This design comes from an exercise in tuning for small area on the open sky130 flow, not from production work.
At most, simulation tests tie the RTL to the original design; equivalence was not proved.

==> job 1763 <==
## stack
module stack(input wire clk, reset, push, pop, input wire [15:0] value_in,
             output wire [15:0] value_out, output wire full, empty);
    reg [3:0] j;
    reg [15:0] m0, m1, m2, m3, m4, m5, m6;
    wire [3:0] j_next;
    wire [6:0] s, we;
    count_ctl u_ctl(j, reset, push, pop, j_next, s, we, full, empty);
    always @(posedge clk) j <= j_next;
    always @(posedge clk) begin
        if (we[0]) m0 <= value_in;
        if (we[1]) m1 <= value_in;
        if (we[2]) m2 <= value_in;
        if (we[3]) m3 <= value_in;
        if (we[4]) m4 <= value_in;
        if (we[5]) m5 <= value_in;
        if (we[6]) m6 <= value_in;
    end
    genvar k;
    generate for (k = 0; k < 16; k = k + 1) begin : g_rd
        sel7 u_sel(s, {m6[k], m5[k], m4[k], m3[k], m2[k], m1[k], m0[k]}, value_out[k]);
    end endgenerate
endmodule
==> module jbit, before the edit <==
module jbit(input wire reset, inc, dec, hold, l, r, q, output wire d);
    assign d = ~reset & ((inc & l) | (dec & r) | (hold & q));
endmodule
==> module count_ctl, before the edit <==
module count_ctl(input wire [3:0] j, input wire reset, push, pop,
                 output wire [3:0] j_next, output wire [6:0] s, output wire [6:0] we,
                 output wire full, empty);
    wire s7, can_push, can_pop, inc, dec, hold, nj0, nj3;
    g_nor2 u_s0(j[3], j[0], s[0]);
    g_andn u_s1(j[0], j[1], s[1]);
    g_andn u_s2(j[1], j[2], s[2]);
    g_andn u_s3(j[2], j[3], s[3]);
    g_and2 u_s4(j[3], j[0], s[4]);
    g_andn u_s5(j[1], j[0], s[5]);
    g_andn u_s6(j[2], j[1], s[6]);
    g_andn u_s7(j[3], j[2], s7);
    genvar k;
    generate for (k = 0; k < 7; k = k + 1) begin : g_we
        g_and2 u_we(push, s[k], we[k]);
    end endgenerate
    g_andn u_cpu(push, s7, can_push);
    g_andn u_cpo(pop, s[0], can_pop);
    g_andn u_inc(can_push, can_pop, inc);
    g_andn u_dec(can_pop, can_push, dec);
    g_nor2 u_hold(inc, dec, hold);
    g_inv u_nj0(j[0], nj0);
    g_inv u_nj3(j[3], nj3);
    jbit u_j0(reset, inc, dec, hold, nj3, j[1], j[0], j_next[0]);
    jbit u_j1(reset, inc, dec, hold, j[0], j[2], j[1], j_next[1]);
    jbit u_j2(reset, inc, dec, hold, j[1], j[3], j[2], j_next[2]);
    jbit u_j3(reset, inc, dec, hold, j[2], nj0, j[3], j_next[3]);
    g_full u_full(pop, inc, s[6], s7, full);
    g_empty u_empty(push, dec, s[0], s[1], empty);
endmodule
==> module stack, before the edit <==
module stack(input wire clk, reset, push, pop, input wire [15:0] value_in,
             output wire [15:0] value_out, output wire full, empty);
    reg [3:0] j;
    reg [15:0] m0, m1, m2, m3, m4, m5, m6;
    wire [3:0] j_next;
    wire [6:0] s, we;
    count_ctl u_ctl(j, reset, push, pop, j_next, s, we, full, empty);
    always @(posedge clk) j <= j_next;
    always @(posedge clk) begin
        if (we[0]) m0 <= value_in;
        if (we[1]) m1 <= value_in;
        if (we[2]) m2 <= value_in;
        if (we[3]) m3 <= value_in;
        if (we[4]) m4 <= value_in;
        if (we[5]) m5 <= value_in;
        if (we[6]) m6 <= value_in;
    end
    genvar k;
    generate for (k = 0; k < 16; k = k + 1) begin : g_rd
        sel7 u_sel(s, {m6[k], m5[k], m4[k], m3[k], m2[k], m1[k], m0[k]}, value_out[k]);
    end endgenerate
endmodule
clock: 5.0 ns
lec_check: 0
cap_margin: 0
core_margin: 2
core_utilization: 55
cts_buf_list: sky130_fd_sc_hd__clkbuf_4
gpl_timing_driven: 0
slew_margin: 0
synth_hierarchical: 1
standard.sh (not shown) runs the stock make flow with config.mk's settings and CLKGATE_MAP_FILE= SYNTH_SCRIPT=/design/flow/synth_recipe.tcl, a recipe that flattens the netlist after the stock synthesis.
==> flow/flow/run.sh <==
#!/bin/bash
# The standard ORFS flow (the standard.sh) with these changes:
#  - port buffers are the smallest buffer, sky130_fd_sc_hd__buf_1, rather
#    than the one buffer_ports picks by default;
#  - the buffers Yosys/ABC inserted are removed at floorplan;
#  - before the placement's repair_design, every combinational cell is
#    swapped for the smallest cell of its family (flow/downsize.tcl);
#    repair_design and the later timing repair size up what needs it;
#  - clock tree synthesis inserts no dummy loads.
# The full make output goes to standard.log in the work folder; ORFS's
# per-step logs stay under orfs/logs/.
set -euo pipefail
cd "$(dirname "$FLOW_CONFIG")"
export BUFFER_PORTS_ARGS="-buffer_cell sky130_fd_sc_hd__buf_1"
export REMOVE_ABC_BUFFERS=1
export PRE_RESIZE_TCL="$PWD/flow/downsize.tcl"
export CTS_ARGS="-sink_clustering_enable -repair_clock_nets -dont_use_dummy_load -buf_list sky130_fd_sc_hd__clkbuf_4"
bash standard.sh > standard.log 2>&1
==> flow/flow/downsize.tcl <==
# Area recovery: every combinational cell is swapped for the smallest cell of
# its family (same function, lowest area, e.g. nor2b_4 -> nor2b_1). The
# repair_design that follows fixes any slew or capacitance this causes, and
# the timing repair after CTS any setup violation. Registers, clock cells,
# tap, fill and tie cells are left alone.
proc downsize_family {name} {
  if {![regexp {^(sky130_fd_sc_hd__[a-z0-9]+)_([0-9]+)$} $name -> fam drive]} { return "" }
  return $fam
}
set db [ord::get_db]
set best [dict create]
foreach lib [$db getLibs] {
  foreach m [$lib getMasters] {
    set n [$m getName]
    set fam [downsize_family $n]
    if {$fam eq ""} { continue }
    if {[string match "*lpflow*" $n] || [string match "*probe*" $n]} { continue }
    set a [expr {[$m getWidth] * [$m getHeight]}]
    regexp {_([0-9]+)$} $n -> d
    if {![dict exists $best $fam]} { dict set best $fam [list $a $d $n]; continue }
    lassign [dict get $best $fam] ba bd bn
    if {$a < $ba || ($a == $ba && $d < $bd)} { dict set best $fam [list $a $d $n] }
  }
}
set skip {df edf sdf sedf dl dfx dfr dfs dfb sdl clk tap fill decap conb diode}
set count 0
foreach inst [[ord::get_db_block] getInsts] {
  set m [$inst getMaster]
  if {[$m getType] ne "CORE"} { continue }
  set n [$m getName]
  set fam [downsize_family $n]
  if {$fam eq "" || ![dict exists $best $fam]} { continue }
  set short [string range $fam 16 end]
  set keep 0
  foreach p $skip { if {[string match "${p}*" $short]} { set keep 1 } }
  if {$keep} { continue }
  set target [lindex [dict get $best $fam] 2]
  if {$target ne $n} {
    replace_cell [$inst getName] $target
    incr count
  }
}
puts "downsize: $count cells swapped for their family's smallest"
==> inputs of job 3109, as changes to job 1763 <==
--- a/flow/design.v
+++ b/flow/design.v
@@ -21,2 +21,14 @@
 endmodule
+module g_nor3(input wire a, b, c, output wire y);
+    assign y = ~(a | b | c);
+endmodule
+module g_nor3b(input wire a, b, cn, output wire y);   
+    assign y = ~a & ~b & cn;
+endmodule
+module g_and3b(input wire a, b, cn, output wire y);   
+    assign y = a & b & ~cn;
+endmodule
+module g_and3(input wire a, b, c, output wire y);
+    assign y = a & b & c;
+endmodule
 module sel7(input wire [6:0] s, input wire [6:0] d, output wire o);
@@ -28,4 +40,10 @@
 endmodule
-module jbit(input wire reset, inc, dec, hold, l, r, q, output wire d);
-    assign d = ~reset & ((inc & l) | (dec & r) | (hold & q));
+module nbit(input wire reset, q, t, output wire d);
+    assign d = ~reset & (q ^ t);
+endmodule
+module carry1(input wire inc, dec, n0, output wire t);
+    assign t = n0 ? inc : dec;
+endmodule
+module carry2(input wire inc, dec, n0, n1, output wire t);
+    assign t = (inc & n0 & n1) | (dec & ~n0 & ~n1);
 endmodule
@@ -37,14 +55,14 @@
 endmodule
-module count_ctl(input wire [3:0] j, input wire reset, push, pop,
-                 output wire [3:0] j_next, output wire [6:0] s, output wire [6:0] we,
+module count_ctl(input wire [2:0] n, input wire reset, push, pop,
+                 output wire [2:0] n_next, output wire [6:0] s, output wire [6:0] we,
                  output wire full, empty);
-    wire s7, can_push, can_pop, inc, dec, hold, nj0, nj3;
-    g_nor2 u_s0(j[3], j[0], s[0]);
-    g_andn u_s1(j[0], j[1], s[1]);
-    g_andn u_s2(j[1], j[2], s[2]);
-    g_andn u_s3(j[2], j[3], s[3]);
-    g_and2 u_s4(j[3], j[0], s[4]);
-    g_andn u_s5(j[1], j[0], s[5]);
-    g_andn u_s6(j[2], j[1], s[6]);
-    g_andn u_s7(j[3], j[2], s7);
+    wire s7, can_push, can_pop, inc, dec, hold, move, t1, t2;
+    g_nor3  u_s0(n[2], n[1], n[0], s[0]);
+    g_nor3b u_s1(n[2], n[1], n[0], s[1]);
+    g_nor3b u_s2(n[2], n[0], n[1], s[2]);
+    g_and3b u_s3(n[1], n[0], n[2], s[3]);
+    g_nor3b u_s4(n[1], n[0], n[2], s[4]);
+    g_and3b u_s5(n[2], n[0], n[1], s[5]);
+    g_and3b u_s6(n[2], n[1], n[0], s[6]);
+    g_and3  u_s7(n[2], n[1], n[0], s7);
     genvar k;
@@ -58,8 +76,8 @@
     g_nor2 u_hold(inc, dec, hold);
-    g_inv u_nj0(j[0], nj0);
-    g_inv u_nj3(j[3], nj3);
-    jbit u_j0(reset, inc, dec, hold, nj3, j[1], j[0], j_next[0]);
-    jbit u_j1(reset, inc, dec, hold, j[0], j[2], j[1], j_next[1]);
-    jbit u_j2(reset, inc, dec, hold, j[1], j[3], j[2], j_next[2]);
-    jbit u_j3(reset, inc, dec, hold, j[2], nj0, j[3], j_next[3]);
+    g_inv u_move(hold, move);
+    carry1 u_t1(inc, dec, n[0], t1);
+    carry2 u_t2(inc, dec, n[0], n[1], t2);
+    nbit u_n0(reset, n[0], move, n_next[0]);
+    nbit u_n1(reset, n[1], t1, n_next[1]);
+    nbit u_n2(reset, n[2], t2, n_next[2]);
     g_full u_full(pop, inc, s[6], s7, full);
@@ -69,8 +87,8 @@
              output wire [15:0] value_out, output wire full, empty);
-    reg [3:0] j;
+    reg [2:0] n;
     reg [15:0] m0, m1, m2, m3, m4, m5, m6;
-    wire [3:0] j_next;
+    wire [2:0] n_next;
     wire [6:0] s, we;
-    count_ctl u_ctl(j, reset, push, pop, j_next, s, we, full, empty);
-    always @(posedge clk) j <= j_next;
+    count_ctl u_ctl(n, reset, push, pop, n_next, s, we, full, empty);
+    always @(posedge clk) n <= n_next;
     always @(posedge clk) begin
--- a/flow/flow/downsize.tcl
+++ b/flow/flow/downsize.tcl
@@ -1,3 +1,4 @@
 # Area recovery: every combinational cell is swapped for the smallest cell of
-# its family (same function, lowest area, e.g. nor2b_4 -> nor2b_1). The
+# its family (same function, lowest area, e.g. nor2b_4 -> nor2b_1; of cells
+# with the same area, the strongest, e.g. and2_1 rather than and2_0). The
 # repair_design that follows fixes any slew or capacitance this causes, and
@@ -21,3 +22,3 @@
     lassign [dict get $best $fam] ba bd bn
-    if {$a < $ba || ($a == $ba && $d < $bd)} { dict set best $fam [list $a $d $n] }
+    if {$a < $ba || ($a == $ba && $d > $bd)} { dict set best $fam [list $a $d $n] }
   }
@@ -43 +44,2 @@
 puts "downsize: $count cells swapped for their family's smallest"
+
==> inputs of job 836, as changes to job 1763 <==
CORE_UTILIZATION = 65   (was 55)
==> impl_metrics.py <==
metrics = {
    "logic_synthesis": {
        "yosysTopAreaCellShare_pct": 80.19,
    },
    "min_path": {
        "hold_end": "j[3]$_DFF_P_",
        "min-delay-start": "j[0]$_DFF_P_",
    },
    "routing": {
        "via_per_inst": 6.110,
    },
    "finish": {
        "nFlopsAndLatches": 116,
        "multi_input_comb_cells": 96,
        "drive_gt1_share_pct": 9.854,
        "multi_input_area_um2": 668.1,
    },
    "power_and_ir_drop": {
        "p_leak_nw": 1.400,
        "p_sw_uw": 365.2,
        "seq-power_mw": 1.11,
        "p_total_mw": 1.664,
        "power_density_nw_per_um2": 364.1,
    },
    "global_routing": {
        "grt_use_met3_pct": 5.560,
        "grt_pass1_vias": 2175,
    },
    "timing": {
        "clock_skew_ns": 0.02298,
    },
    "outcome": {
        "status": "finished clean",
    },
}
That was job 1763.
==> impl_metrics.py <==
metrics = {
    "power_and_ir_drop": {
        "p_leak_nw": 1.431,
        "seq-power_mw": 1.11,
        "p_sw_uw": 364.8,
        "p_total_mw": 1.673,
        "power_density_nw_per_um2": 363.5,
    },
    "global_routing": {
        "grt_use_met3_pct": 8.555,
        "grt_pass1_vias": 2307,
    },
    "outcome": {
        "status": "finished clean",
    },
    "finish": {
        "nFlopsAndLatches": 116,
        "multi_input_comb_cells": 96,
        "drive_gt1_share_pct": 10.83,
        "multi_input_area_um2": 668.1,
    },
    "clock_network": {
        "clk_pin_slew_worst_paths_ns": 0.09,
    },
    "setup_path": {
        "path_cells": "and2_0, a222oi_1, nand3_1, buf_1",
    },
    "logic_synthesis": {
        "yosysTopAreaCellShare_pct": 80.19,
    },
    "min_path": {
        "min-delay-start": "j[3]$_DFF_P_",
        "hold_end": "j[0]$_DFF_P_",
    },
    "routing": {
        "via_per_inst": 6.703,
    },
    "timing": {
        "clock_skew_ns": 0.03355,
    },
}
That was job 836.
==> impl_metrics.py <==
metrics = {
    "outcome": {
        "status": "finished clean",
    },
    "finish": {
        "drive_gt1_share_pct": 10.58,
        "multi_input_comb_cells": 98,
        "multi_input_area_um2": 695.7,
        "nFlopsAndLatches": 115,
    },
    "power_and_ir_drop": {
        "p_sw_uw": 742.2,
        "p_total_mw": 2.337,
        "p_leak_nw": 1.422,
    },
    "min_path": {
        "min-delay-start": "n[2]$_DFF_P_",
        "hold_end": "n[2]$_DFF_P_",
    },
    "logic_synthesis": {
        "yosysTopAreaCellShare_pct": 80.55,
    },
}
That was job 3109.
For job 3109, only the layout was checked, not whether the RTL still works.

[afterwards: timing with drivers on the ports]
How much do the figures lean on ideal ports? The routed layouts below were timed once more, with nothing changed but the port constraints. Step 1 sets driving cells, clkbuf_16 on the clock port and buf_2 on the other inputs (assumed; they add their load-dependent delay and slew). Step 2 times the ports against the registers' clock, not the clock port: input delays grow and output delays shrink by t, the midpoint of the rising clock arrivals with the driver on. Slacks: no drivers / after step 1 / after step 2; pairs: no drivers / after step 1.
run | t (ns) | slack for setup (ns) | worst slew at a driven data input, ns | cell pins on the clock port's net
job 1763 | 0.484 | 1.552 / 1.523 / 1.882 | 0.04 | 1
job 3109 | 0.490 | 1.489 / 1.461 / 1.883 | 0.04 | 1
job 836 | 0.489 | 1.585 / 1.557 / 1.836 | 0.04 | 1
After both steps every run listed still meets setup and hold.
